Source: an optimization exercise on an open RTL-to-GDS flow (aim: small area). Production flows keep margins and buffers that such runs may drop. Function was checked by simulation only, so behaviour that the tests miss may differ from the original. Power and IR drop assume default switching activity.

===== config.mk =====
export PLATFORM = sky130hd
export DESIGN_NAME = cpu
export DESIGN_NICKNAME = cpu
export VERILOG_FILES = /design/flow/design.v
export SDC_FILE = /design/flow/constraint.sdc
export NUM_CORES = 4
export LEC_CHECK = 0
export CAP_MARGIN = 20
export CORE_MARGIN = 2
export CORE_UTILIZATION = 60
export SLEW_MARGIN = 20
export SYNTH_HIERARCHICAL = 1

===== constraint.sdc =====
create_clock -name core_clock -period 9.0 [get_ports {clk}]
set_input_delay 1.8000 -clock core_clock [delete_from_list [all_inputs] [get_ports {clk}]]
set_output_delay 1.8000 -clock core_clock [all_outputs]
set_load 0.01 [all_outputs]

===== design.v =====
module cpu(
    input clk,
    input rst_n,
    output hlt,
    output [15:0] pc,
    input [15:0] imem_data,
    output [15:0] dmem_addr,
    output [15:0] dmem_wdata,
    output dmem_we,
    output dmem_re,
    input [15:0] dmem_rdata
);
    wire rst = ~rst_n;
    genvar g;
    reg  [15:0] pc_q;                  
    reg  [15:0] fd_i;                  
    reg  [15:0] dx_a, dx_b, dx_i;      
    reg         dx_bub;                
    reg         dx_fam, dx_faw;        
    reg         dx_fbm, dx_fbw;        
    reg         fl_n, fl_z, fl_v;      
    reg  [15:0] xm_alu, xm_b;          
    reg  [3:0]  xm_wr;
    reg         xm_sw, xm_lw, xm_rw, xm_hlt;
    reg  [15:0] mw_wd;                 
    reg  [3:0]  mw_wr;
    reg         mw_rw, mw_hlt;
    assign pc  = pc_q;
    assign hlt = mw_hlt;
    wire [15:0] rf_wd;
    wire [15:0] rf_q [0:15];
    assign rf_q[0] = mw_wd;            
    wire [15:1] rf_we;
    wdec u_wdec(.wr(mw_wr), .rw(mw_rw), .rst(rst), .we(rf_we));
    generate
        for (g = 0; g < 16; g = g + 1) begin : WD
            g_and2 u(.a(mw_wd[g]), .b(rst_n), .y(rf_wd[g]));
        end
        for (g = 1; g < 16; g = g + 1) begin : R
            reg [15:0] q;
            always @(posedge clk)
                if (rf_we[g]) q <= rf_wd;
            assign rf_q[g] = q;
        end
    endgenerate
    wire [3:0] op_d  = fd_i[15:12];
    wire       d_lb  = op_d[3] & ~op_d[2] & op_d[1];        
    wire       d_mem = op_d[3] & ~op_d[2] & ~op_d[1];       
    wire       d_sw  = d_mem & op_d[0];
    wire       d_pcs = (op_d == 4'b1110);
    wire [3:0] rr1_d = d_lb  ? fd_i[11:8] : fd_i[7:4];
    wire [3:0] rr2_d = d_mem ? fd_i[11:8] : fd_i[3:0];
    wire [3:0] op_x  = dx_i[15:12];
    wire [3:0] wr_x  = dx_i[11:8];
    wire       x_lb  = op_x[3] & ~op_x[2] & op_x[1];
    wire       x_mem = op_x[3] & ~op_x[2] & ~op_x[1];
    wire       x_sw  = ~dx_bub & x_mem & op_x[0];
    wire       x_lw  = ~dx_bub & x_mem & ~op_x[0];
    wire       x_rw  = ~dx_bub & (~op_x[3] | (x_mem & ~op_x[0]) | x_lb | (op_x == 4'b1110));
    wire       x_hlt = ~dx_bub & (op_x == 4'b1111);
    wire       x_nz  = (wr_x != 4'd0);
    wire       m_fw  = xm_rw & (xm_wr != 4'd0);
    wire e1x, e2x, e1m, e2m, e1w, e2w;
    eq4 u_e1x(.a(rr1_d), .b(wr_x),  .y(e1x));
    eq4 u_e2x(.a(rr2_d), .b(wr_x),  .y(e2x));
    eq4 u_e1m(.a(rr1_d), .b(xm_wr), .y(e1m));
    eq4 u_e2m(.a(rr2_d), .b(xm_wr), .y(e2m));
    eq4 u_e1w(.a(rr1_d), .b(mw_wr), .y(e1w));
    eq4 u_e2w(.a(rr2_d), .b(mw_wr), .y(e2w));
    wire byp1 = mw_rw & e1w;
    wire byp2 = mw_rw & e2w;
    wire [16:0] s1, s2;
    rdsel u_s1(.rr(rr1_d), .byp(byp1), .pcs(d_pcs), .sel(s1));
    rdsel u_s2(.rr(rr2_d), .byp(byp2), .pcs(1'b0),  .sel(s2));
    wire [15:0] rd1, rd2;              
    generate
        for (g = 0; g < 16; g = g + 1) begin : B
            wire [16:0] col;
            genvar h;
            for (h = 0; h < 16; h = h + 1) begin : C
                assign col[h] = rf_q[h][g];
            end
            assign col[16] = pc_q[g];
            ao17 u_r1(.s(s1), .d(col), .y(rd1[g]));
            ao16 u_r2(.s(s2[15:0]), .d(col[15:0]), .y(rd2[g]));
        end
    endgenerate
    wire f_n, f_z, f_v;
    flagcalc u_fl(.a(rd1), .b(rd2), .sub(op_d[0]), .n(f_n), .z(f_z), .v(f_v));
    wire f_as = ~op_d[3] & ~op_d[2] & ~op_d[1];             
    wire f_en = ~op_d[3] & ~(op_d[1] & op_d[0]);
    reg taken;
    always @* begin
        case (fd_i[11:9])
            3'b000: taken = ~fl_z;
            3'b001: taken = fl_z;
            3'b010: taken = ~fl_z & ~fl_n;
            3'b011: taken = fl_n;
            3'b100: taken = fl_z | ~fl_n;
            3'b101: taken = fl_n | fl_z;
            3'b110: taken = fl_v;
            default: taken = 1'b1;
        endcase
    end
    wire flush = taken & op_d[3] & op_d[2] & ~op_d[1];      
    wire stall = x_lw & x_nz & (e1x | (e2x & ~d_sw));
    wire [15:0] alu_x;
    alu u_alu(.op(op_x), .imm(dx_i[7:0]), .dx_a(dx_a), .dx_b(dx_b),
              .m_val(xm_alu), .w_val(mw_wd),
              .fam(dx_fam), .faw(dx_faw), .fbm(dx_fbm), .fbw(dx_fbw),
              .y(alu_x));
    wire fdx = x_sw & e1x;
    wire fdm = xm_rw & e1m;
    wire go  = rst_n & ~stall;
    wire halt_f = &imem_data[15:12];
    wire sel_x  = go & flush & fdx;
    wire sel_m  = go & flush & ~fdx & fdm;
    wire sel_r  = go & flush & ~fdx & ~fdm & (byp1 | op_d[0]);
    wire sel_ad = go & (flush ? (~fdx & ~fdm & ~byp1 & ~op_d[0]) : ~halt_f);
    wire sel_pc = rst_n & (stall | (~flush & halt_f));
    wire [15:0] pc_add;
    pcadd u_pca(.pc(pc_q), .off(fd_i[8:0]), .br(flush), .y(pc_add));
    wire [15:0] pc_nx;
    generate
        for (g = 0; g < 16; g = g + 1) begin : P
            ao5 u_p(.s({sel_pc, sel_ad, sel_r, sel_m, sel_x}),
                    .d({pc_q[g], pc_add[g], rd1[g], xm_alu[g], alu_x[g]}),
                    .y(pc_nx[g]));
        end
    endgenerate
    wire sfw_eq;
    eq4 u_sfw(.a(xm_wr), .b(mw_wr), .y(sfw_eq));
    wire sfw = sfw_eq & (xm_wr != 4'd0);       
    wire [15:0] wd_nx, fd_nx;
    wire fd_hold = rst_n & stall;
    wire fd_take = go & ~flush;
    generate
        for (g = 0; g < 16; g = g + 1) begin : MX
            g_mux2 u_sd(.a0(xm_b[g]), .a1(mw_wd[g]), .s(sfw), .y(dmem_wdata[g]));
            g_mux2 u_wd(.a0(xm_alu[g]), .a1(dmem_rdata[g]), .s(xm_lw), .y(wd_nx[g]));
            g_ao22 u_fd(.a(fd_i[g]), .b(fd_hold), .c(imem_data[g]), .d(fd_take), .y(fd_nx[g]));
        end
    endgenerate
    assign dmem_addr = xm_alu;
    assign dmem_we   = xm_sw;
    assign dmem_re   = xm_lw;
    always @(posedge clk) begin
        pc_q <= pc_nx;
        fd_i <= fd_nx;
    end
    always @(posedge clk) begin
        if (rst) begin
            fl_n <= 1'b0; fl_z <= 1'b0; fl_v <= 1'b0;
        end else if (f_en) begin
            fl_n <= f_as & f_n; fl_z <= f_z; fl_v <= f_as & f_v;
        end
    end
    always @(posedge clk) begin
        dx_a   <= rd1;
        dx_b   <= rd2;
        dx_i   <= fd_i;
        dx_fam <= e1x & x_rw & x_nz;
        dx_faw <= e1m & m_fw;
        dx_fbm <= e2x & x_rw & x_nz;
        dx_fbw <= e2m & m_fw;
        xm_alu <= alu_x;
        xm_b   <= dx_b;
        mw_wd  <= wd_nx;
    end
    always @(posedge clk) begin
        dx_bub <= rst;
        if (rst) begin
            xm_wr <= 4'd0;
            xm_sw <= 1'b0; xm_lw <= 1'b0; xm_rw <= 1'b0; xm_hlt <= 1'b0;
            mw_wr <= 4'd0; mw_rw <= 1'b0; mw_hlt <= 1'b0;
        end else begin
            xm_wr <= dx_bub ? 4'd0 : wr_x;
            xm_sw <= x_sw; xm_lw <= x_lw; xm_rw <= x_rw; xm_hlt <= x_hlt;
            mw_wr <= xm_wr; mw_rw <= xm_rw; mw_hlt <= xm_hlt;
        end
    end
endmodule
module wdec(input [3:0] wr, input rw, input rst, output [15:1] we);
    genvar g;
    generate
        for (g = 1; g < 16; g = g + 1) begin : W
            assign we[g] = rst | (rw & (wr == g));
        end
    endgenerate
endmodule
module eq4(input [3:0] a, input [3:0] b, output y);
    assign y = (a == b);
endmodule
module rdsel(input [3:0] rr, input byp, input pcs, output [16:0] sel);
    wire en = ~pcs & ~byp;
    genvar g;
    generate
        for (g = 1; g < 16; g = g + 1) begin : S
            assign sel[g] = en & (rr == g);
        end
    endgenerate
    assign sel[0]  = ~pcs & byp;
    assign sel[16] = pcs;
endmodule
module ao17(input [16:0] s, input [16:0] d, output y);
    wire [5:0] n;
    g_aoi222 u0(.a(s[0]),  .b(d[0]),  .c(s[1]),  .d(d[1]),  .e(s[2]),  .f(d[2]),  .y(n[0]));
    g_aoi222 u1(.a(s[3]),  .b(d[3]),  .c(s[4]),  .d(d[4]),  .e(s[5]),  .f(d[5]),  .y(n[1]));
    g_aoi222 u2(.a(s[6]),  .b(d[6]),  .c(s[7]),  .d(d[7]),  .e(s[8]),  .f(d[8]),  .y(n[2]));
    g_aoi222 u3(.a(s[9]),  .b(d[9]),  .c(s[10]), .d(d[10]), .e(s[11]), .f(d[11]), .y(n[3]));
    g_aoi222 u4(.a(s[12]), .b(d[12]), .c(s[13]), .d(d[13]), .e(s[14]), .f(d[14]), .y(n[4]));
    g_aoi22  u5(.a(s[15]), .b(d[15]), .c(s[16]), .d(d[16]), .y(n[5]));
    wire m;
    g_and3  u6(.a(n[0]), .b(n[1]), .c(n[2]), .y(m));
    g_nand4 u7(.a(m), .b(n[3]), .c(n[4]), .d(n[5]), .y(y));
endmodule
module ao16(input [15:0] s, input [15:0] d, output y);
    wire [5:0] n;
    g_aoi222 u0(.a(s[0]),  .b(d[0]),  .c(s[1]),  .d(d[1]),  .e(s[2]),  .f(d[2]),  .y(n[0]));
    g_aoi222 u1(.a(s[3]),  .b(d[3]),  .c(s[4]),  .d(d[4]),  .e(s[5]),  .f(d[5]),  .y(n[1]));
    g_aoi222 u2(.a(s[6]),  .b(d[6]),  .c(s[7]),  .d(d[7]),  .e(s[8]),  .f(d[8]),  .y(n[2]));
    g_aoi222 u3(.a(s[9]),  .b(d[9]),  .c(s[10]), .d(d[10]), .e(s[11]), .f(d[11]), .y(n[3]));
    g_aoi222 u4(.a(s[12]), .b(d[12]), .c(s[13]), .d(d[13]), .e(s[14]), .f(d[14]), .y(n[4]));
    g_nand2  u5(.a(s[15]), .b(d[15]), .y(n[5]));
    wire m;
    g_and3  u6(.a(n[0]), .b(n[1]), .c(n[2]), .y(m));
    g_nand4 u7(.a(m), .b(n[3]), .c(n[4]), .d(n[5]), .y(y));
endmodule
module ao5(input [4:0] s, input [4:0] d, output y);
    wire n0, n1;
    g_aoi222 u0(.a(s[0]), .b(d[0]), .c(s[1]), .d(d[1]), .e(s[2]), .f(d[2]), .y(n0));
    g_aoi22  u1(.a(s[3]), .b(d[3]), .c(s[4]), .d(d[4]), .y(n1));
    g_nand2  u2(.a(n0), .b(n1), .y(y));
endmodule
module ao3(input [2:0] s, input [2:0] d, output y);
    wire n;
    g_aoi222 u0(.a(s[0]), .b(d[0]), .c(s[1]), .d(d[1]), .e(s[2]), .f(d[2]), .y(n));
    g_inv    u1(.a(n), .y(y));
endmodule
module nadd16(input [15:0] a, input [15:0] b, input cin, input kill,
              output [15:0] bs, output [3:0] nco, output [15:0] s);
    genvar g;
    wire [16:0] rc;
    generate
        for (g = 0; g < 16; g = g + 1) begin : F
            wire ci = (g == 0) ? cin : ((g % 4 == 0) ? 1'b0 : rc[g]);
            g_fa u(.a(a[g]), .b(b[g]), .c(ci), .s(bs[g]), .co(rc[g+1]));
        end
    endgenerate
    assign nco = {rc[16], rc[12], rc[8], rc[4]};
    wire [3:0] allp;                   
    wire [3:1] c;                      
    generate
        for (g = 1; g < 4; g = g + 1) begin : N
            wire p01, p012;
            g_and2 u0(.a(bs[4*g]),   .b(bs[4*g+1]), .y(p01));
            g_and2 u1(.a(p01),       .b(bs[4*g+2]), .y(p012));
            g_and2 u2(.a(p012),      .b(bs[4*g+3]), .y(allp[g]));
            wire cj;
            if (g == 1) begin : C1
                assign cj = nco[0];
            end else begin : CN
                g_ao21 u3(.a(allp[g-1]), .b(c[g-1]), .c(nco[g-1]), .y(cj));
            end
            g_andn u4(.a(cj), .b(kill), .y(c[g]));
            wire t1, t2, t3;
            g_and2 u5(.a(c[g]), .b(bs[4*g]),   .y(t1));
            g_and2 u6(.a(c[g]), .b(p01),       .y(t2));
            g_and2 u7(.a(c[g]), .b(p012),      .y(t3));
            g_xor2 x0(.a(bs[4*g]),   .b(c[g]), .y(s[4*g]));
            g_xor2 x1(.a(bs[4*g+1]), .b(t1),   .y(s[4*g+1]));
            g_xor2 x2(.a(bs[4*g+2]), .b(t2),   .y(s[4*g+2]));
            g_xor2 x3(.a(bs[4*g+3]), .b(t3),   .y(s[4*g+3]));
        end
    endgenerate
    assign allp[0] = 1'b0;
    assign s[3:0] = bs[3:0];
endmodule
module flagcalc(input [15:0] a, input [15:0] b, input sub, output n, output z, output v);
    wire [15:0] bb, bs, s;
    wire [3:0]  nco;
    genvar g;
    generate
        for (g = 0; g < 16; g = g + 1) begin : X
            g_xor2 u(.a(b[g]), .b(sub), .y(bb[g]));
        end
    endgenerate
    nadd16 u_add(.a(a), .b(bb), .cin(sub), .kill(1'b0), .bs(bs), .nco(nco), .s(s));
    wire ovf = (a[15] == bb[15]) & (s[15] != a[15]);
    assign n = ovf ? a[15] : s[15];
    assign z = ~ovf & ~|s;
    assign v = ovf;
endmodule
module pcadd(input [15:0] pc, input [8:0] off, input br, output [15:0] y);
    wire [15:1] ad;
    assign ad[1] = br ? off[0] : 1'b1;
    genvar g;
    generate
        for (g = 2; g < 16; g = g + 1) begin : A
            assign ad[g] = br & off[(g < 10) ? g - 1 : 8];
        end
    endgenerate
    wire [16:1] c;
    assign c[1] = 1'b0;
    generate
        for (g = 1; g < 16; g = g + 1) begin : F
            g_fa u(.a(pc[g]), .b(ad[g]), .c(c[g]), .s(y[g]), .co(c[g+1]));
        end
    endgenerate
    assign y[0] = pc[0];
endmodule
module alu(
    input  [3:0]  op,
    input  [7:0]  imm,             
    input  [15:0] dx_a, dx_b, m_val, w_val,
    input         fam, faw, fbm, fbw,
    output [15:0] y
);
    wire x_lb  = op[3] & ~op[2] & op[1];
    wire x_mem = op[3] & ~op[2] & ~op[1];
    wire isrc  = (~op[3] & op[2] & ~(op[1] & op[0])) | (op[3] & ~(op[2] & op[1]));
    wire sub   = (op == 4'b0001);
    wire nib   = ~op[3] & op[1] & op[0];                     
    wire sa_m = fam, sa_w = ~fam & faw, sa_r = ~fam & ~faw;
    wire sb_m = ~isrc & fbm, sb_w = ~isrc & ~fbm & fbw, sb_r = ~isrc & ~fbm & ~fbw;
    wire [15:0] ib = x_lb  ? {8'h00, imm} :
                     x_mem ? {{11{imm[3]}}, imm[3:0], 1'b0} : {12'h000, imm[3:0]};
    wire [15:0] ibs = ib & {16{isrc}};
    wire [15:0] a, aa, b, p;
    genvar g;
    generate
        for (g = 0; g < 16; g = g + 1) begin : BIT
            ao3 u_a(.s({sa_r, sa_w, sa_m}), .d({dx_a[g], w_val[g], m_val[g]}), .y(a[g]));
            opb u_b(.s({sb_r, sb_w, sb_m}), .d({dx_b[g], w_val[g], m_val[g]}), .i(ibs[g]), .inv(sub), .y(b[g]));
            g_xor2 u_p(.a(aa[g]), .b(b[g]), .y(p[g]));
        end
    endgenerate
    assign aa = {a[15:1], a[0] & ~op[3]};              
    wire [15:0] bs, s;
    wire [3:0]  nco;
    nadd16 u_add(.a(aa), .b(b), .cin(sub), .kill(nib), .bs(bs), .nco(nco), .s(s));
    wire [4:0] x0 = {p[3]  ^ nco[0], bs[3:0]};
    wire [4:0] x1 = {p[7]  ^ nco[1], bs[7:4]};
    wire [4:0] x2 = {p[11] ^ nco[2], bs[11:8]};
    wire [4:0] x3 = {p[15] ^ nco[3], bs[15:12]};
    wire [5:0] u, v;
    wire [6:0] red;
    sadd5 u_u(.a(x0), .b(x1), .y(u));
    sadd5 u_v(.a(x2), .b(x3), .y(v));
    sadd6 u_r(.a(u), .b(v), .y(red));
    wire [3:0]  sh_n = imm[3:0];
    wire        sll  = (op == 4'b0100);
    wire [3:0]  rn   = sll ? (4'd0 - sh_n) : sh_n;
    wire [15:0] rot;
    rotr u_rot(.a(a), .n(rn), .y(rot));
    wire [3:0]  a3 = {aa[15], aa[11], aa[7], aa[3]};
    wire [3:0]  b3 = {b[15], b[11], b[7], b[3]};
    wire [3:0]  s3 = {s[15], s[11], s[7], s[3]};
    wire [15:0] thr;
    wire [3:0]  gs;
    wire [7:0]  cn;
    wire        c_sll, c_sra, c_ror, c_fill, s_xor, s_red, sa_lo, sa_hi, s_llb, s_lhb;
    aluctl u_ctl(.op(op), .n(sh_n), .a3(a3), .b3(b3), .s3(s3), .red6(red[6]),
                 .thr(thr), .gs(gs), .cn(cn),
                 .sll(c_sll), .sra(c_sra), .ror(c_ror), .fill(c_fill),
                 .s_xor(s_xor), .s_red(s_red), .sa_lo(sa_lo), .sa_hi(sa_hi),
                 .s_llb(s_llb), .s_lhb(s_lhb));
    generate
        for (g = 0; g < 16; g = g + 1) begin : RS
            wire kk, nk;
            shmask u_m(.tl(thr[g]), .tr(thr[15-g]), .sll(c_sll), .sra(c_sra), .ror(c_ror),
                       .fill(c_fill), .c(cn[2*(g/4) + ((g % 4 == 3) ? 1 : 0)]), .kk(kk), .nk(nk));
            if (g < 7) begin : LO
                rbit6 u_r(.s(s[g]), .gs(gs[g/4]), .p(p[g]), .sx(s_xor), .rot(rot[g]), .kk(kk),
                          .r(red[g]), .sr(s_red), .a(a[g]), .sa(sa_lo), .b(b[g]), .sb(s_llb),
                          .nk(nk), .y(y[g]));
            end else if (g < 8) begin : L7
                rbit5 u_r(.s(s[g]), .gs(gs[g/4]), .p(p[g]), .sx(s_xor), .rot(rot[g]), .kk(kk),
                          .a(a[g]), .sa(sa_lo), .b(b[g]), .sb(s_llb), .nk(nk), .y(y[g]));
            end else begin : HI
                rbit5 u_r(.s(s[g]), .gs(gs[g/4]), .p(p[g]), .sx(s_xor), .rot(rot[g]), .kk(kk),
                          .a(a[g]), .sa(sa_hi), .b(b[g-8]), .sb(s_lhb), .nk(nk), .y(y[g]));
            end
        end
    endgenerate
endmodule
module opb(input [2:0] s, input [2:0] d, input i, input inv, output y);
    wire o = (s[0] & d[0]) | (s[1] & d[1]) | (s[2] & d[2]) | i;
    assign y = o ^ inv;
endmodule
module shmask(input tl, input tr, input sll, input sra, input ror, input fill,
              input c, output kk, output nk);
    assign kk = ror | (sll & tl) | (sra & tr);
    assign nk = ~(c | (fill & ~tr));
endmodule
module rbit6(input s, gs, p, sx, rot, kk, r, sr, a, sa, b, sb, nk, output y);
    wire n0, n1;
    g_aoi222 u0(.a(s), .b(gs), .c(p), .d(sx), .e(rot), .f(kk), .y(n0));
    g_aoi222 u1(.a(r), .b(sr), .c(a), .d(sa), .e(b), .f(sb), .y(n1));
    g_nand3  u2(.a(n0), .b(n1), .c(nk), .y(y));
endmodule
module rbit5(input s, gs, p, sx, rot, kk, a, sa, b, sb, nk, output y);
    wire n0, n1;
    g_aoi222 u0(.a(s), .b(gs), .c(p), .d(sx), .e(rot), .f(kk), .y(n0));
    g_aoi22  u1(.a(a), .b(sa), .c(b), .d(sb), .y(n1));
    g_nand3  u2(.a(n0), .b(n1), .c(nk), .y(y));
endmodule
module sadd5(input [4:0] a, input [4:0] b, output [5:0] y);
    wire [5:0] c;
    g_ha u0(.a(a[0]), .b(b[0]), .s(y[0]), .co(c[1]));
    g_fa u1(.a(a[1]), .b(b[1]), .c(c[1]), .s(y[1]), .co(c[2]));
    g_fa u2(.a(a[2]), .b(b[2]), .c(c[2]), .s(y[2]), .co(c[3]));
    g_fa u3(.a(a[3]), .b(b[3]), .c(c[3]), .s(y[3]), .co(c[4]));
    g_fa u4(.a(a[4]), .b(b[4]), .c(c[4]), .s(y[4]), .co(c[5]));
    assign y[5] = a[4] ^ b[4] ^ c[5];
endmodule
module sadd6(input [5:0] a, input [5:0] b, output [6:0] y);
    wire [6:0] c;
    g_ha u0(.a(a[0]), .b(b[0]), .s(y[0]), .co(c[1]));
    g_fa u1(.a(a[1]), .b(b[1]), .c(c[1]), .s(y[1]), .co(c[2]));
    g_fa u2(.a(a[2]), .b(b[2]), .c(c[2]), .s(y[2]), .co(c[3]));
    g_fa u3(.a(a[3]), .b(b[3]), .c(c[3]), .s(y[3]), .co(c[4]));
    g_fa u4(.a(a[4]), .b(b[4]), .c(c[4]), .s(y[4]), .co(c[5]));
    g_fa u5(.a(a[5]), .b(b[5]), .c(c[5]), .s(y[5]), .co(c[6]));
    assign y[6] = a[5] ^ b[5] ^ c[6];
endmodule
module rotr(input [15:0] a, input [3:0] n, output [15:0] y);
    wire [15:0] r1, r2, r4, r8;
    genvar g;
    generate
        for (g = 0; g < 16; g = g + 1) begin : M
            g_mux2i m1(.a0(a[g]),  .a1(a[(g+1)%16]),  .s(n[0]), .y(r1[g]));
            g_mux2i m2(.a0(r1[g]), .a1(r1[(g+2)%16]), .s(n[1]), .y(r2[g]));
            g_mux2i m4(.a0(r2[g]), .a1(r2[(g+4)%16]), .s(n[2]), .y(r4[g]));
            g_mux2i m8(.a0(r4[g]), .a1(r4[(g+8)%16]), .s(n[3]), .y(r8[g]));
        end
    endgenerate
    assign y = r8;
endmodule
module aluctl(
    input [3:0] op, input [3:0] n,
    input [3:0] a3, input [3:0] b3, input [3:0] s3,    
    input red6,
    output [15:0] thr, output [3:0] gs, output [7:0] cn,
    output sll, output sra, output ror, output fill,
    output s_xor, output s_red, output sa_lo, output sa_hi, output s_llb, output s_lhb
);
    wire x_mem = op[3] & ~op[2] & ~op[1];
    wire s_add = (~op[3] & ~op[2] & ~op[1]) | x_mem;
    wire s_pad = (op == 4'b0111);
    wire s_pcs = (op == 4'b1110);
    assign sll   = (op == 4'b0100);
    assign sra   = (op == 4'b0101);
    assign ror   = (op == 4'b0110);
    assign fill  = sra & a3[3];
    assign s_xor = (op == 4'b0010);
    assign s_red = (op == 4'b0011);
    assign s_llb = (op == 4'b1010);
    assign s_lhb = (op == 4'b1011);
    assign sa_lo = s_pcs | s_lhb;
    assign sa_hi = s_pcs | s_llb;
    genvar g;
    generate
        for (g = 0; g < 16; g = g + 1) begin : T
            assign thr[g] = (n <= g);
        end
    endgenerate
    wire [3:0] ov;
    generate
        for (g = 0; g < 4; g = g + 1) begin : O
            assign ov[g] = (a3[g] == b3[g]) & (s3[g] != a3[g]);
            assign gs[g] = (s_add & ~ov[3]) | (s_pad & ~ov[g]);
            wire sat_add = s_add & ov[3];
            wire sat_pad = s_pad & ov[g];
            wire rs = s_red & red6;
            assign cn[2*g]   = (sat_add & ~a3[3]) | (sat_pad & ~a3[g]) | ((g >= 2) ? rs : 1'b0);
            assign cn[2*g+1] = (sat_add & ((g == 3) ? a3[3] : ~a3[3])) | (sat_pad & a3[g]) |
                               ((g >= 1) ? rs : 1'b0);
        end
    endgenerate
endmodule
module g_aoi222(input a, b, c, d, e, f, output y);
    assign y = ~((a & b) | (c & d) | (e & f));
endmodule
module g_aoi22(input a, b, c, d, output y);
    assign y = ~((a & b) | (c & d));
endmodule
module g_ao22(input a, b, c, d, output y);
    assign y = (a & b) | (c & d);
endmodule
module g_ao21(input a, b, c, output y);
    assign y = (a & b) | c;
endmodule
module g_nand2(input a, b, output y);
    assign y = ~(a & b);
endmodule
module g_and2(input a, b, output y);
    assign y = a & b;
endmodule
module g_andn(input a, b, output y);
    assign y = a & ~b;
endmodule
module g_and3(input a, b, c, output y);
    assign y = a & b & c;
endmodule
module g_nand3(input a, b, c, output y);
    assign y = ~(a & b & c);
endmodule
module g_nand4(input a, b, c, d, output y);
    assign y = ~(a & b & c & d);
endmodule
module g_inv(input a, output y);
    assign y = ~a;
endmodule
module g_xor2(input a, b, output y);
    assign y = a ^ b;
endmodule
module g_mux2(input a0, a1, s, output y);
    assign y = s ? a1 : a0;
endmodule
module g_mux2i(input a0, a1, s, output y);
    assign y = ~(s ? a1 : a0);
endmodule
module g_fa(input a, b, c, output s, co);
    assign s  = a ^ b ^ c;
    assign co = (a & b) | (c & (a ^ b));
endmodule
module g_ha(input a, b, output s, co);
    assign s  = a ^ b;
    assign co = a & b;
endmodule

===== flow/run.sh =====
#!/bin/bash
# Layout flow: the standard ORFS flow (standard.sh), with the port
# buffers made of the smallest buffer cell and the clock tree built with
# larger sink clusters and without dummy loads.
set -euo pipefail
export BUFFER_PORTS_ARGS="-buffer_cell sky130_fd_sc_hd__buf_1"
export CTS_ARGS="-sink_clustering_enable -repair_clock_nets -sink_clustering_size 25 -sink_clustering_max_diameter 100 -dont_use_dummy_load"
bash standard.sh > orfs_make.log 2>&1

===== standard.sh =====
#!/bin/bash
# synth_recipe.tcl (not shown) runs the flow's synth.tcl, then flattens the netlist and writes it again
# the make line also repeats each setting of config.mk as NAME=value (left out here)
make -C /OpenROAD-flow-scripts/flow DESIGN_CONFIG=/design/flow/config.mk WORK_HOME=/design/flow/orfs CLKGATE_MAP_FILE= SYNTH_SCRIPT=/design/flow/synth_recipe.tcl "${@:-finish}"

==> results.yml, run 1 <==
global_routing:
  grt_pass1_wl_um: 96000
  grt_usage_pct: 36.3
  grt_max_degree: 30
  antenna_found_initial: 0
  grt.overflow.total: 0
  grt_pass1_vias: 15000
floorplan:
  die_w_um: 188
  initial_core_util_pct: 60.7
  rows: 67
  fp.dieH_um: 188
  core_um2: 33400
  ios: 85
  dieArea_um2: 35300
place:
  portBuffers: 84
  place_hpwl_um: 47900
  pre_cts_slack_ns: 1.33
  place.gp.congestion: 0.982
timing:
  worst_slew_pin_slew_ns: 1.11
  finalHoldViolCount: 0
  timing.final.max_slew_violations: 0
  rsz0062_at_grt: "false"
  setup_violations: 0
  clock_skew_ns: 0.0943
  setup_tns_ns: 0
  fmax_ghz: 0.129
  slew_headroom_pct: 25.5
  layout_setup_ws_ns: 1.24
  period_needed_ns: 7.76
  period_share_pct: 86.2
clock_network:
  clock_sinks: 390
  postCtsSetupBuffers: 0
  insertion_delay_ns: 0.56
  postCtsHoldBufs: 0
  postCtsResizedCells: 0
  clockBufferDepth: 3
  clk_pin_slew_worst_paths_ns: 0.10
  numCtsBuffers: 20
  root_buffer: "clkbuf_16"
  cts_tree: "built"
  cts_max_level: 1
routing:
  drc: 0
  vias: 15500
  viasPerCell: 7.27
  antenna_left: 0
  dr.pass1.iters: 10
  drt_iter0_markers: 2672
  wire_per_inst_um: 30.3
  routed_wl_um: 64700
setup_path:
  critPathMaxStageDelay_ns: 0.92
  end_kind: "register"
  worst_path_dominant_cell_family: "adder cells"
  cpMostUsedCell: "fa_1"
  cp-start-kind: "register"
  arrival_ns: 8.19
  worstSetupPathType: "reg -> reg"
  worst-path-max-fanout: 21
  critPathBufInv: 0
  crit_path_top_delay_cell: "dfxtp_1"
  cp.required_ns: 9.43
  path_cells: "nor2b_4, nor4b_2, a22oi_1, nand2_1, xor2_1, fa_1, fa_1, fa_1, fa_1, fa_1, fa_1, fa_1, fa_1, xor3_1, a22oi_2, o31ai_1, a21oi_1, nand3_1, a222oi_1, nand2_1"
finish:
  drive_above_1_share_pct: 13.7
  area_growth_syn_to_layout_pct: 8.62
  fill_cells: 2484
  num_antenna_cells: 0
  regArea_um2: 10200
  final_net_count: 1789
  multi_input_area_um2: 9810
flow_run:
  drv_cap: 0
logic_synthesis:
  synthCells: 1547
  ys_warn_count: 7
  synthesis.area_um2: 20300
  synth.avg_cell_area_um2: 13.1
power_and_ir_drop:
  p_leak_nw: 8.45
  powerDensity_nw_per_um2: 258
  ir_worst_vdd_v: 0.000235
run_status:
  status: "finished clean"
min_path:
  hold_path_class: "reg -> reg"
-- metrics by stage --
step                utilization [%]  power (mW)  hold WS, ns  cell area (µm²)  std cells
floorplan                         -        3.91        0.331            20300       1557
global placement               64.3        4.71        0.353            21500       2116
detailed placement             64.3        4.70        0.358            21500       2116
CTS                            65.8        5.62        0.375            22000       2136
global route                   65.9        5.91        0.379            22100       2137
finish                         65.9        5.69        0.372            22100       2137
-- cell usage in the layout (no fill, tap or decap), types with 8 or more instances in the layout --
cell type	count
a221o_1	16
xor2_1	104
nand2b_1	14
nand4_1	36
mux2i_1	65
mux2_4	33
buf_4	66
nor2b_4	8
a22o_1	16
o21ai_1	15
and2_1	75
a222oi_1	215
and3_1	34
dfxtp_1	150
clkbuf_16	20
conb_1	16
mux2_2	8
a21oi_1	42
buf_1	84
nand3_1	22
edfxtp_1	240
inv_1	41
nand2_1	76
a22oi_2	42
fa_1	60
nor2_1	44
a22oi_1	21
nor4_2	9
-- worst paths after layout --
| path | depth (start not counted) | slack, ns | startpoint | to |
|---|---|---|---|---|
| min | 0 | 0.37 | dx_b[10]$_DFF_P_ | xm_b[10]$_DFF_P_ |
| min reg2reg | 0 | 0.37 | dx_b[10]$_DFF_P_ | xm_b[10]$_DFF_P_ |
| max | 20 | 1.24 | dx_i[14]$_DFF_P_ | pc_q[7]$_DFF_P_ |
| max reg2reg | 20 | 1.24 | dx_i[14]$_DFF_P_ | pc_q[7]$_DFF_P_ |
-- report_power, final --
group / internal (mW) / total, mW / switching [mW]
clock network: 0.398 / 0.939 / 0.541
registers: 2.29 / 2.62 / 0.335
logic: 0.872 / 2.13 / 1.26
total: 3.56 / 5.69 / 2.13
-- sequential cells by signal, summed over array words and instances, names as in the netlist, 4 cells and up --
| signal | cells |
|---|---|
| fd_i | 16 |
| mw_wr | 4 |
| pc_q | 16 |
| xm_wr | 4 |
| dx_b | 16 |
| xm_alu | 16 |
| mw_wd | 16 |
| R.q | 240 |
| dx_i | 16 |
| xm_b | 16 |
| dx_a | 16 |
-- layer usage --
layer	GRT usage, %	share of wire [%]
met1	49.8	39
met3	5.48	10
met2	58.5	46
met5	0	0
met4	14.6	4.4
-- layout make-up --
type	count	area share [%]
multi-input combinational	1087	44.5
clock buffer	20	2.27
inverter	42	0.726
sequential	390	46.3
timing repair buffer	150	3.68
tap	448	2.54
==> run 2, diff against run 1 <==
==> run.sh (new file) <==
#!/bin/bash
# synth_recipe.tcl (not shown) runs the flow's synth.tcl, then flattens the netlist and writes it again
# the make line also repeats each setting of config.mk as NAME=value (left out here)
make -C /OpenROAD-flow-scripts/flow DESIGN_CONFIG=/design/flow/config.mk WORK_HOME=/design/flow/orfs CLKGATE_MAP_FILE= SYNTH_SCRIPT=/design/flow/synth_recipe.tcl finish
removed: flow/run.sh
removed: standard.sh
==> run 2 against run 1 <==
- still clean on timing, DRC and antenna
- clock power up 96%
- combinational power up 3%
- critical path depth unchanged
- first-iteration DRC count down 4.6%
- routed wire length up 1.9%
- largest cell class unchanged
- largest power group unchanged
- highest routed layer unchanged
==> results.yml, run 2 <==
run_status:
  status: "finished clean"
place:
  place.gp.congestion: 1.01
  place_hpwl_um: 47700
  portBuffers: 84
  place_inst: 2123
finish:
  area_growth_syn_to_layout_pct: 16.1
  largest-register: "R.q"
  final_common_cell: "edfxtp_1"
  largest_reg_flops: 240
  finalCoreUtilization_pct: 70.5
  fill_cells: 2329
  final_cell_mix: "edfxtp_1 (240), a222oi_1 (215), dfxtp_1 (150), xor2_1 (104), clkdlybuf4s50_1 (84)"
  fin_cells: 2203
  final_net_count: 1818
  drive_above_1_share_pct: 16.4
clock_network:
  insertion_delay_ns: 0.58
  clk_pin_slew_worst_paths_ns: 0.06
  postCtsResizedCells: 0
  postCtsHoldBufs: 0
  root_buffer: "clkbuf_16"
  postCtsSetupBuffers: 0
  numCtsBuffers: 43
  clockBufferDepth: 3
  cts_max_level: 2
  clock_sinks: 390
  cts_tree: "built"
setup_path:
  r2r_end: "pc_q[8]$_DFF_P_"
  cp-start-kind: "register"
  timing.rr.start: "dx_i[14]$_DFF_P_"
  end_kind: "register"
  crit_path_top_delay_cell: "nor4_2"
  cpMostUsedCell: "fa_1"
  critPathMaxStageDelay_ns: 0.94
  r2r_cells: 20
  path_cells: "nor2b_4, nor4_2, a22oi_1, nand2_1, xor2_1, fa_1, fa_1, fa_1, fa_1, fa_1, fa_1, fa_1, fa_1, xor3_1, a22oi_2, nand2_1, a21oi_1, nand3_1, a222oi_1, nand2_1"
  worst-path-max-fanout: 21
  cp.required_ns: 9.45
  arrival_ns: 8.31
  r2r_slack_ns: 1.15
  worstSetupPathType: "reg -> reg"
routing:
  wire_per_inst_um: 29.9
  vias: 16000
  dr.pass1.iters: 14
  viasPerCell: 7.27
  drt_iter0_markers: 2550
  routed_wl_um: 65900
  antenna_left: 0
  drc: 0
timing:
  period_needed_ns: 7.85
  clock_skew_ns: 0.0249
  finalHoldViolCount: 0
  period_share_pct: 87.3
  whs_ns: 0.352
  rsz0062_at_grt: "false"
  setup_tns_ns: 0
  slew_headroom_pct: 24.9
  setup_violations: 0
  timing.final.max_slew_violations: 0
  worst_slew_pin_slew_ns: 1.12
  fmax_ghz: 0.127
global_routing:
  grt_max_degree: 30
  use_met1_pct: 49.1
  gr-usage-met3_pct: 6.12
  grt_pass1_vias: 15800
  antenna_found_initial: 0
  grt_pass1_wl_um: 97800
  grt.overflow.total: 0
  met2_usage_pct: 59.8
  grt_usage_pct: 37.2
  busiest_layer: "met2"
flow_run:
  drv_cap: 0
floorplan:
  core_um2: 33400
  initial_core_util_pct: 60.7
  dieArea_um2: 35300
  die_w_um: 188
  ios: 85
  rows: 67
  fp.dieH_um: 188
power_and_ir_drop:
  ir_worst_vdd_v: 0.000263
  powerDensity_nw_per_um2: 283
  p_leak_nw: 9.17
logic_synthesis:
  synthesis.area_um2: 20300
  ys_warn_count: 7
  synth.avg_cell_area_um2: 13.1
  synthCells: 1547
min_path:
  hp-start: "dx_b[15]$_DFF_P_"
  hold_path_class: "reg -> reg"
  holdPathEnd: "xm_b[15]$_DFF_P_"
  whs_path_depth: 0
run 2: report_power, final:
part	total (mW)	internal (mW)	switching, mW
Clock	1.84	1.10	0.741
Combinational	2.20	0.941	1.26
Sequential	2.63	2.29	0.340
run 2: cell type report:
class                   count  area, µm²  share of cell area (%)
well taps                 448        561                    2.38
multi-input cells        1087       9790                    41.5
repair buffers            156       1380                    5.86
flip-flops and latches    390      10200                    43.3
diodes                      1       2.50                  0.0106
clock inverters            31        360                    1.53
clock buffers              48       1110                    4.73
inverters                  42        160                   0.679
run 2: critical path: cells and delay by family (launching register included):
kind	cells	cell delay [ns]
xor gates and xnor gates	2	0.89
adders and majority gates	8	3.35
and+or+nand+nor	6	1.55
DFF	1	0.90
AOI/OAI and AO/OA	4	1.02
run 2: per-stage QoR:
step	cell area (µm²)	total power [mW]	setup slack (ns)
CTS	23600	6.59	1.27
global placement	22100	4.73	1.50
finish	23600	6.67	1.15
global route	23600	6.89	0.756
detailed placement	22100	4.76	1.31
floorplan	20300	3.91	0.518
run 2: metal layers:
layer	wire length, µm	vias to the layer above
met5	0	-
met4	3450	0
met3	6790	229
met2	30900	1159
met1	24800	7901
li1	-	6737
run 2: worst max-delay path by stage:
| stage | from | end | cells past startpoint |
|---|---|---|---|
| floorplan | dx_i[13]$_DFF_P_ | pc_q[10]$_DFF_P_ | 18 |
| global placement | dx_i[12]$_DFF_P_ | pc_q[10]$_DFF_P_ | 21 |
| detailed placement | dx_i[14]$_DFF_P_ | pc_q[8]$_DFF_P_ | 20 |
| CTS | dx_i[12]$_DFF_P_ | pc_q[8]$_DFF_P_ | 21 |
| global route | dx_i[12]$_DFF_P_ | pc_q[8]$_DFF_P_ | 21 |
| finish | dx_i[14]$_DFF_P_ | pc_q[8]$_DFF_P_ | 20 |
==> run 3, diff against run 2 <==
--- a/config.mk
+++ b/config.mk
@@ -9,4 +9,6 @@
 export CORE_MARGIN = 2
 export CORE_UTILIZATION = 60
+export CTS_CLUSTER_DIAMETER = 100
+export CTS_CLUSTER_SIZE = 25
 export SLEW_MARGIN = 20
 export SYNTH_HIERARCHICAL = 1
==> run 3 against run 2 <==
- register-to-register slack worse by 0.06 ns
- routed wire length is 1.5% lower
- cell area is 4.0% lower
- total power is 14% lower
- largest power group unchanged
- sequential power hardly changed
- clock skew is 0.010 ns higher
- combinational power hardly changed
- clock-buffer cell count is 19 lower
==> results.yml, run 3 <==
run_status:
  status: "finished clean"
logic_synthesis:
  synthesis.area_um2: 20300
  synthCells: 1547
  synth.avg_cell_area_um2: 13.1
  ys_warn_count: 7
finish:
  largest_reg_flops: 240
  final_net_count: 1794
  drive_above_1_share_pct: 14.1
  fin_cells: 2155
  largest-register: "R.q"
  design_area_um2: 22600
  final_common_cell: "edfxtp_1"
  final_cell_mix: "edfxtp_1 (240), a222oi_1 (215), dfxtp_1 (150), xor2_1 (104), clkdlybuf4s50_1 (84)"
  area_growth_syn_to_layout_pct: 11.5
  num_antenna_cells: 0
  finalCoreUtilization_pct: 67.7
timing:
  period_needed_ns: 7.91
  rsz0062_at_grt: "false"
  clock_skew_ns: 0.0350
  worst_slew_pin_slew_ns: 1.17
  timing.final.max_slew_violations: 0
  slew_headroom_pct: 21.6
  setup_tns_ns: 0
  setup_violations: 0
  whs_ns: 0.345
  period_share_pct: 87.9
  finalHoldViolCount: 0
  fmax_ghz: 0.126
setup_path:
  r2r_cells: 20
  r2r_slack_ns: 1.09
  cp.required_ns: 9.42
  timing.rr.start: "dx_i[14]$_DFF_P_"
  end_kind: "register"
  worstSetupPathType: "reg -> reg"
  startpoint: "dx_i[14]$_DFF_P_"
  critPathCapture: "pc_q[8]$_DFF_P_"
  worst-path-max-fanout: 21
  r2r_end: "pc_q[8]$_DFF_P_"
  arrival_ns: 8.33
  cp-start-kind: "register"
routing:
  viasPerCell: 7.31
  antenna_left: 0
  routed_wl_um: 64900
  wire_per_inst_um: 30.1
  drc: 0
  dr.pass1.iters: 10
  drt_iter0_markers: 2505
  vias: 15800
clock_network:
  cts_tree: "built"
  postCtsSetupBuffers: 0
  clock_sinks: 390
  root_buffer: "clkbuf_16"
  numCtsBuffers: 19
  postCtsHoldBufs: 0
  clk_pin_slew_worst_paths_ns: 0.10
  clockBufferDepth: 3
  insertion_delay_ns: 0.54
  postCtsResizedCells: 0
  cts_max_level: 1
floorplan:
  dieArea_um2: 35300
  die_w_um: 188
  core_um2: 33400
  initial_core_util_pct: 60.7
  rows: 67
  ios: 85
  fp.dieH_um: 188
global_routing:
  antenna_found_initial: 0
  grt_max_degree: 30
  grt.overflow.total: 0
  grt_pass1_wl_um: 96000
  grt_usage_pct: 36.2
  grt_pass1_vias: 15500
power_and_ir_drop:
  ir_worst_vdd_v: 0.000258
  p_leak_nw: 8.70
  powerDensity_nw_per_um2: 255
place:
  placed_cell_area_um2: 22100
  portBuffers: 84
  place_inst: 2123
  place.gp.congestion: 1.01
  place_hpwl_um: 47700
flow_run:
  drv_cap: 0
min_path:
  hold_path_class: "reg -> reg"
## run 3: cell count changes in the layout (fill, tap and decap cells not counted)
cell        previous run  this run
clkbuf_1               3        10
clkinv_8               1         0
bufinv_16              7         0
diode_2                1         0
inv_4                  1         2
clkinv_2               9         0
clkbuf_8               2         0
inv_6                  5         1
clkbuf_16             43        19
clkinvlp_4             3         1
clkinv_1               6         0
## run 3: metal layers
metal | wire length (µm) | track usage (%) | vias up
met2 | 31000 | 59.7 | 1056
met3 | 6240 | 5.35 | 181
met4 | 2740 | 14.1 | 0
li1 | - | - | 6662
met1 | 25000 | 48.7 | 7861
met5 | 0 | 0 | -
## run 3: worst max-delay path, cell delays in order (launching register included)
cell and delay, ns:
dfxtp_1 0.92, nor2b_4 0.14, nor4_2 0.98, a22oi_1 0.21
nand2_1 0.12, xor2_1 0.61, fa_1 0.32, fa_1 0.49
fa_1 0.45, fa_1 0.47, fa_1 0.46, fa_1 0.39
fa_1 0.38, fa_1 0.38, xor3_1 0.27, a22oi_2 0.26
nand2_1 0.13, a21oi_1 0.13, nand3_1 0.13, a222oi_1 0.42
nand2_1 0.09
## run 3: worst min-delay path by stage
stage | startpoint | endpoint | slack, ns | cells after the start
after floorplan | dx_b[0]$_DFF_P_ | xm_b[0]$_DFF_P_ | 0.33 | 0
after global placement | dx_b[15]$_DFF_P_ | xm_b[15]$_DFF_P_ | 0.34 | 0
after detailed placement | dx_b[15]$_DFF_P_ | xm_b[15]$_DFF_P_ | 0.35 | 0
after CTS | dx_b[15]$_DFF_P_ | xm_b[15]$_DFF_P_ | 0.34 | 0
after global routing | dx_b[15]$_DFF_P_ | xm_b[15]$_DFF_P_ | 0.36 | 0
final | dx_b[15]$_DFF_P_ | xm_b[15]$_DFF_P_ | 0.34 | 0
## run 3: report_power, final
part	switching, mW	internal [mW]
Combinational	1.24	0.939
Clock	0.557	0.403
Sequential	0.337	2.29
## run 3: final cells by class
type	count	area (µm²)
Clock buffer	29	513
Clock inverter	3	22.5
Fill cell	2423	10800
Inverter	42	160
Multi-Input combinational cell	1087	9790
Sequential cell	390	10200
Tap cell	448	561
Timing Repair Buffer	156	1380
## run 3: stage by stage
stage | worst slack (ns) | total power [mW]
after floorplan | 0.518 | 3.91
after global placement | 1.50 | 4.73
after detailed placement | 1.31 | 4.76
after CTS | 1.24 | 5.69
after global routing | 0.749 | 5.99
final | 1.09 | 5.77
==> run 4, diff against run 3 <==
--- a/design.v
+++ b/design.v
@@ -278,16 +278,33 @@
 endmodule
 module flagcalc(input [15:0] a, input [15:0] b, input sub, output n, output z, output v);
-    wire [15:0] bb, bs, s;
-    wire [3:0]  nco;
+    wire [15:0] bb, bs;
+    wire [16:0] rc;
     genvar g;
     generate
-        for (g = 0; g < 16; g = g + 1) begin : X
-            g_xor2 u(.a(b[g]), .b(sub), .y(bb[g]));
+        for (g = 0; g < 16; g = g + 1) begin : F
+            g_xor2 u_x(.a(b[g]), .b(sub), .y(bb[g]));
+            wire ci = (g == 0) ? sub : ((g % 4 == 0) ? 1'b0 : rc[g]);
+            g_fa u(.a(a[g]), .b(bb[g]), .c(ci), .s(bs[g]), .co(rc[g+1]));
         end
     endgenerate
-    nadd16 u_add(.a(a), .b(bb), .cin(sub), .kill(1'b0), .bs(bs), .nco(nco), .s(s));
-    wire ovf = (a[15] == bb[15]) & (s[15] != a[15]);
-    assign n = ovf ? a[15] : s[15];
-    assign z = ~ovf & ~|s;
+    wire [3:0] allp, allz, nz;
+    wire [3:1] c;
+    generate
+        for (g = 0; g < 4; g = g + 1) begin : N
+            assign allp[g] = &bs[4*g+3:4*g];
+            assign allz[g] = ~|bs[4*g+3:4*g];
+        end
+    endgenerate
+    assign c[1] = rc[4];
+    assign c[2] = rc[8]  | (allp[1] & c[1]);
+    assign c[3] = rc[12] | (allp[2] & c[2]);
+    assign nz[0] = allz[0];
+    assign nz[1] = c[1] ? allp[1] : allz[1];
+    assign nz[2] = c[2] ? allp[2] : allz[2];
+    assign nz[3] = c[3] ? allp[3] : allz[3];
+    wire s15 = bs[15] ^ (c[3] & bs[12] & bs[13] & bs[14]);
+    wire ovf = (a[15] == bb[15]) & (s15 != a[15]);
+    assign n = ovf ? a[15] : s15;
+    assign z = ~ovf & (&nz);
     assign v = ovf;
 endmodule
==> flow/run.sh (new file) <==
#!/bin/bash
# Layout flow: the standard ORFS flow (standard.sh), with the port
# buffers made of the smallest buffer cell and the clock tree built with
# larger sink clusters and without dummy loads.
set -euo pipefail
export BUFFER_PORTS_ARGS="-buffer_cell sky130_fd_sc_hd__buf_1"
export CTS_ARGS="-sink_clustering_enable -repair_clock_nets -sink_clustering_size 25 -sink_clustering_max_diameter 100 -dont_use_dummy_load"
bash standard.sh > orfs_make.log 2>&1
==> standard.sh (new file) <==
#!/bin/bash
# synth_recipe.tcl (not shown) runs the flow's synth.tcl, then flattens the netlist and writes it again
# the make line also repeats each setting of config.mk as NAME=value (left out here)
make -C /OpenROAD-flow-scripts/flow DESIGN_CONFIG=/design/flow/config.mk WORK_HOME=/design/flow/orfs CLKGATE_MAP_FILE= SYNTH_SCRIPT=/design/flow/synth_recipe.tcl "${@:-finish}"
--- a/config.mk
+++ b/config.mk
@@ -9,6 +9,4 @@
 export CORE_MARGIN = 2
 export CORE_UTILIZATION = 60
-export CTS_CLUSTER_DIAMETER = 100
-export CTS_CLUSTER_SIZE = 25
 export SLEW_MARGIN = 20
 export SYNTH_HIERARCHICAL = 1
removed: run.sh
==> run 4 against run 3 <==
- flip-flop and latch count unchanged
- core utilization decreased by 1.7 points
- die area decreased by 0.85%
- critical endpoint is now pc_q[15]$_DFF_P_
- largest power group unchanged
==> results.yml, run 4 <==
run_status:
  status: "finished clean"
global_routing:
  grt_pass1_wl_um: 95200
  grt.overflow.total: 0
  grt_pass1_vias: 14600
  grt_usage_pct: 36.6
  antenna_found_initial: 0
  grt_max_degree: 30
clock_network:
  postCtsResizedCells: 0
  insertion_delay_ns: 0.57
  clk_pin_slew_worst_paths_ns: 0.10
  clockBufferDepth: 3
  cts_tree: "built"
  postCtsHoldBufs: 0
  root_buffer: "clkbuf_16"
  cts_max_level: 1
  clock_sinks: 390
  postCtsSetupBuffers: 0
  numCtsBuffers: 20
timing:
  clock_skew_ns: 0.118
  setup_tns_ns: 0
  period_share_pct: 84.7
  timing.final.max_slew_violations: 0
  rsz0062_at_grt: "false"
  slew_headroom_pct: 25.4
  whs_ns: 0.356
  setup_violations: 0
  worst_slew_pin_slew_ns: 1.12
  fmax_ghz: 0.131
  period_needed_ns: 7.62
  finalHoldViolCount: 0
place:
  place_inst: 2101
  place.gp.congestion: 0.981
  portBuffers: 84
  place_hpwl_um: 47000
  placed_cell_area_um2: 21400
setup_path:
  cp.required_ns: 9.46
  end_kind: "register"
  cp-start-kind: "register"
  worstSetupPathType: "reg -> reg"
  worst-path-max-fanout: 12
  arrival_ns: 8.08
routing:
  routed_wl_um: 65200
  drt_iter0_markers: 3377
  viasPerCell: 7.33
  wire_per_inst_um: 30.7
  vias: 15500
  drc: 0
  antenna_left: 0
  dr.pass1.iters: 14
finish:
  drive_above_1_share_pct: 14.5
  largest_reg_flops: 240
  num_antenna_cells: 0
  final_net_count: 1773
  finalCoreUtilization_pct: 65.9
  fin_cells: 2121
  largest-register: "R.q"
  final_common_cell: "edfxtp_1"
  final_cell_mix: "edfxtp_1 (240), a222oi_1 (215), dfxtp_1 (150), xor2_1 (92), buf_1 (84)"
  area_growth_syn_to_layout_pct: 9.02
  fill_cells: 2553
  design_area_um2: 21900
logic_synthesis:
  synthesis.area_um2: 20100
  synth.avg_cell_area_um2: 13.2
  synthCells: 1522
  ys_warn_count: 7
floorplan:
  core_um2: 33300
  dieArea_um2: 35000
  fp.dieH_um: 187
  ios: 85
  rows: 67
  initial_core_util_pct: 60.5
  die_w_um: 187
flow_run:
  drv_cap: 0
power_and_ir_drop:
  ir_worst_vdd_v: 0.000229
  p_leak_nw: 8.36
  powerDensity_nw_per_um2: 258
min_path:
  hold_path_class: "reg -> reg"
## run 4: worst max-delay path, cell delays in order, from the launching register on
cell,delay [ns]
dfxtp_1,0.49
nor4bb_1,0.09
and4bb_1,0.32
nand3_4,0.13
inv_4,0.14
nand2b_1,0.09
fa_1,0.41
fa_1,0.39
fa_1,0.38
fa_1,0.39
fa_1,0.39
fa_1,0.39
fa_1,0.49
fa_1,0.42
fa_1,0.39
fa_1,0.40
fa_1,0.39
fa_1,0.39
fa_1,0.39
fa_1,0.40
fa_1,0.46
a22oi_2,0.16
nand2_1,0.06
## run 4: through the flow
stage	setup WS [ns]	power [mW]
after CTS	1.40	5.58
after global routing	1.15	5.88
after global placement	1.47	4.63
after detailed placement	1.35	4.66
final	1.38	5.65
after floorplan	0.518	3.88
## run 4: per-layer routing
metal,track usage [%],wire length [µm],up-vias
met3,6.15,8500,131
met2,55.4,28800,1170
met1,54.3,25700,7642
li1,-,-,6598
met4,10.9,2170,0
met5,0,0,-
## run 4: final cells by class
cell class / instances / area [µm²] / area share, %
Multi-Input combinational cell: 1063 / 9640 / 43.9
Timing Repair Buffer: 157 / 863 / 3.94
Tap cell: 448 / 561 / 2.56
Clock buffer: 20 / 500 / 2.28
Inverter: 43 / 164 / 0.747
Sequential cell: 390 / 10200 / 46.5
## run 4: power breakdown
group	switching, mW	leakage (nW)	internal (mW)	total (mW)
Combinational	1.25	4.41	0.858	2.11
Sequential	0.318	3.70	2.29	2.61
Clock	0.539	0.246	0.397	0.937
## run 4: final timing paths
check	from	end	slack, ns	cells past startpoint
max	fd_i[9]$_DFF_P_	pc_q[15]$_DFF_P_	1.38	22
min	dx_b[15]$_DFF_P_	xm_b[15]$_DFF_P_	0.36	0
max reg2reg	fd_i[9]$_DFF_P_	pc_q[15]$_DFF_P_	1.38	22
min reg2reg	dx_b[15]$_DFF_P_	xm_b[15]$_DFF_P_	0.36	0
==> run 5, diff against run 4 <==
==> flow/run.sh (replaced) <==
#!/bin/bash
# Layout flow: the standard ORFS flow (standard.sh) in two parts.
#  1. standard synthesis, unchanged;
#  2. every combinational cell that synthesis sized above drive strength 1
#     is set back to drive strength 1 (flow/downsize.tcl); placement and
#     timing repair size cells up again where the layout needs it;
#  3. the rest of the standard flow, with the port buffers made of the
#     smallest buffer cell and the clock tree built with larger sink
#     clusters and without dummy loads.
# Each tool's output goes to a log file of its own in this folder (and ORFS
# keeps its per-step logs under orfs/logs).
set -euo pipefail
export BUFFER_PORTS_ARGS="-buffer_cell sky130_fd_sc_hd__buf_1"
export CTS_ARGS="-sink_clustering_enable -repair_clock_nets -sink_clustering_size 25 -sink_clustering_max_diameter 100 -dont_use_dummy_load"
bash standard.sh synth > synth_make.log 2>&1
RESULTS_DIR="$PWD/orfs/results/$FLOW_PLATFORM/cpu/base" \
    openroad -no_init -exit flow/downsize.tcl > downsize.log 2>&1
bash standard.sh > layout_make.log 2>&1
==> flow/downsize.tcl (new file) <==
# Set every combinational cell that synthesis gave a drive strength above 1
# back to drive strength 1; placement and timing repair size up where needed.
read_db $::env(RESULTS_DIR)/1_synth.odb
set db [ord::get_db]
set block [[$db getChip] getBlock]
set n 0
foreach inst [$block getInsts] {
  set name [[$inst getMaster] getName]
  if {![regexp {^(sky130_fd_sc_hd__[a-z0-9]+)_([0-9]+)$} $name -> base drive]} { continue }
  if {$drive == 1} { continue }
  if {[regexp {__(df|edf|sdf|dl|sdl|conb|clk|tap|fill|decap|diode|lpflow)} $base]} { continue }
  set m [$db findMaster ${base}_1]
  if {$m == "NULL"} { continue }
  $inst swapMaster $m
  incr n
}
puts "downsize: $n instances set to drive strength 1"
write_db $::env(RESULTS_DIR)/1_synth.odb
==> run 5 against run 4 <==
- still clean
- die area is 3.5% lower
- synthesized cell count stayed put
- first-iteration DRC count fell by 18%
- final cell count is 2.5% lower
- sequential power is essentially flat
- combinational power rose by 4%
- worst hold slack improved by 0.0092 ns
- total power rose by 0.92%
- worst setup slack worse by 0.26 ns
- critical path type unchanged
==> results.yml, run 5 <==
finish:
  drive_above_1_share_pct: 6.73
  fin_cells: 2068
  final_net_count: 1765
  design_area_um2: 21200
  largest_reg_flops: 240
  area_growth_syn_to_layout_pct: 9.46
  largest-register: "R.q"
  final_cell_mix: "edfxtp_1 (240), a222oi_1 (215), dfxtp_1 (150), xor2_1 (92), buf_1 (84)"
  final_common_cell: "edfxtp_1"
setup_path:
  critPathBufInv: 1
  timing.rr.start: "fd_i[9]$_DFF_P_"
  worstSetupPathType: "reg -> reg"
  critPathMaxStageDelay_ns: 0.50
  worst_path_dominant_cell_family: "adder cells"
  path_cells: "nor4bb_1, and4bb_1, nand3_1, inv_1, nand2b_1, fa_1, fa_1, fa_1, fa_1, fa_1, fa_1, fa_1, fa_1, fa_1, fa_1, fa_1, fa_1, fa_1, fa_1, fa_1, a22oi_1, nand2_1"
  r2r_end: "pc_q[15]$_DFF_P_"
  r2r_slack_ns: 1.12
  cpMostUsedCell: "fa_1"
  r2r_cells: 22
  cp-start-kind: "register"
  crit_path_top_delay_cell: "dfxtp_1"
  worst-path-max-fanout: 12
  arrival_ns: 8.32
  cp.required_ns: 9.44
  end_kind: "register"
clock_network:
  insertion_delay_ns: 0.55
  clock_sinks: 390
  cts_tree: "built"
  numCtsBuffers: 19
  root_buffer: "clkbuf_16"
  clockBufferDepth: 3
  postCtsResizedCells: 0
  cts_max_level: 1
  clk_pin_slew_worst_paths_ns: 0.10
  postCtsHoldBufs: 0
  postCtsSetupBuffers: 0
routing:
  drc: 0
  viasPerCell: 7.57
  drt_iter0_markers: 2753
  vias: 15700
  antenna_left: 0
  routed_wl_um: 63800
  dr.pass1.iters: 10
  wire_per_inst_um: 30.8
power_and_ir_drop:
  p_leak_nw: 8.18
  ir_worst_vdd_v: 0.000410
  powerDensity_nw_per_um2: 269
  p_total_mw: 5.70
timing:
  period_needed_ns: 7.88
  period_share_pct: 87.6
  clock_skew_ns: 0.0470
  worst_slew_pin_slew_ns: 1.11
  fmax_ghz: 0.127
  setup_violations: 0
  rsz0062_at_grt: "false"
  timing.final.max_slew_violations: 0
  setup_tns_ns: 0
  slew_headroom_pct: 26.0
  whs_ns: 0.365
  finalHoldViolCount: 0
min_path:
  hold_path_class: "reg -> reg"
  hp-start: "dx_b[3]$_DFF_P_"
  holdPathEnd: "xm_b[3]$_DFF_P_"
  whs_path_depth: 0
place:
  place_inst: 2048
  place.gp.congestion: 0.988
  portBuffers: 84
  place_hpwl_um: 46200
  placed_cell_area_um2: 20700
logic_synthesis:
  synthesis.area_um2: 19400
  synth.avg_cell_area_um2: 12.7
  ys_warn_count: 7
  synthCells: 1522
floorplan:
  initial_core_util_pct: 61.2
  ios: 85
  dieArea_um2: 33800
  fp.dieH_um: 184
  rows: 65
  core_um2: 31700
  die_w_um: 184
global_routing:
  grt_usage_pct: 37.5
  grt_max_degree: 30
  grt.overflow.total: 0
  grt_pass1_wl_um: 94100
  grt_pass1_vias: 15200
  antenna_found_initial: 1
flow_run:
  drv_cap: 0
run_status:
  status: "finished clean"
run 5: through the flow:
step,utilization [%],setup slack [ns]
detailed placement,65.4,1.23
global placement,65.4,1.25
CTS,66.9,1.22
finish,66.9,1.12
global route,66.9,0.810
floorplan,-,0.575
run 5: final cells by class:
type	instances	area, µm²
Multi-Input combinational cell	1063	9070
Tap cell	402	503
Sequential cell	390	10200
Inverter	43	161
Timing Repair Buffer	150	811
Fill cell	2386	10500
Clock buffer	19	475
Antenna cell	1	2.50
run 5: worst max path at each step:
stage	startpoint	endpoint	slack, ns	depth (start not counted)
final	fd_i[9]$_DFF_P_	pc_q[15]$_DFF_P_	1.12	22
after global routing	fd_i[9]$_DFF_P_	pc_q[15]$_DFF_P_	0.81	22
after CTS	fd_i[9]$_DFF_P_	pc_q[15]$_DFF_P_	1.22	22
after detailed placement	fd_i[9]$_DFF_P_	pc_q[15]$_DFF_P_	1.23	22
after global placement	fd_i[9]$_DFF_P_	pc_q[15]$_DFF_P_	1.25	22
after floorplan	dx_i[13]$_DFF_P_	pc_q[10]$_DFF_P_	0.57	18
run 5: report_power, final:
group	total (mW)	switching [mW]	internal, mW	leakage, nW
Sequential	2.60	0.317	2.29	3.70
Combinational	2.19	1.36	0.833	4.25
Clock	0.912	0.532	0.380	0.234
run 5: metal layers:
metal / global-route usage [%] / part of all wire [%] / wire length, µm
met1: 49.2 / 36 / 23000
met5: 0 / 0 / 0
met4: 17.1 / 4.5 / 2880
met2: 60.9 / 47 / 30000
met3: 7.25 / 12 / 7880

## separate check: timing with driven ports
No port has a modelled driver above. Below, the same layouts with a new extraction and two added sets of constraints. Step 1 (the two cells are an assumption about what drives the block):
set clk [get_ports {clk}]
set_driving_cell -lib_cell sky130_fd_sc_hd__clkbuf_16 $clk
set_driving_cell -lib_cell sky130_fd_sc_hd__buf_2 [delete_from_list [all_inputs] $clk]
Step 2 adds t to the input delays and takes it off the output delays; t is the mean of the earliest and latest rising clock arrival at the registers after step 1. Input paths then give back, and output paths get back, about the clock's delay inside the block. a / b / c = no drivers / after step 1 / after step 2; a / b = the first two.
run	t, ns	slack for setup (ns)	hold slack, ns	slew at the worst register clock pin (ns)	worst slew at a driven data input, ns
run 1	0.573	1.242 / 1.242 / 1.242	0.372 / 0.372 / 0.372	0.10 / 0.10	0.04
run 2	0.628	1.146 / 1.146 / 1.146	0.352 / 0.352 / 0.352	0.06 / 0.06	0.04
run 3	0.581	1.090 / 1.090 / 1.090	0.345 / 0.345 / 0.345	0.10 / 0.10	0.04
run 4	0.562	1.380 / 1.380 / 1.380	0.356 / 0.356 / 0.356	0.10 / 0.10	0.06
run 5	0.578	1.117 / 1.117 / 1.117	0.365 / 0.365 / 0.365	0.10 / 0.10	0.04
After both steps every run listed still meets setup and hold.
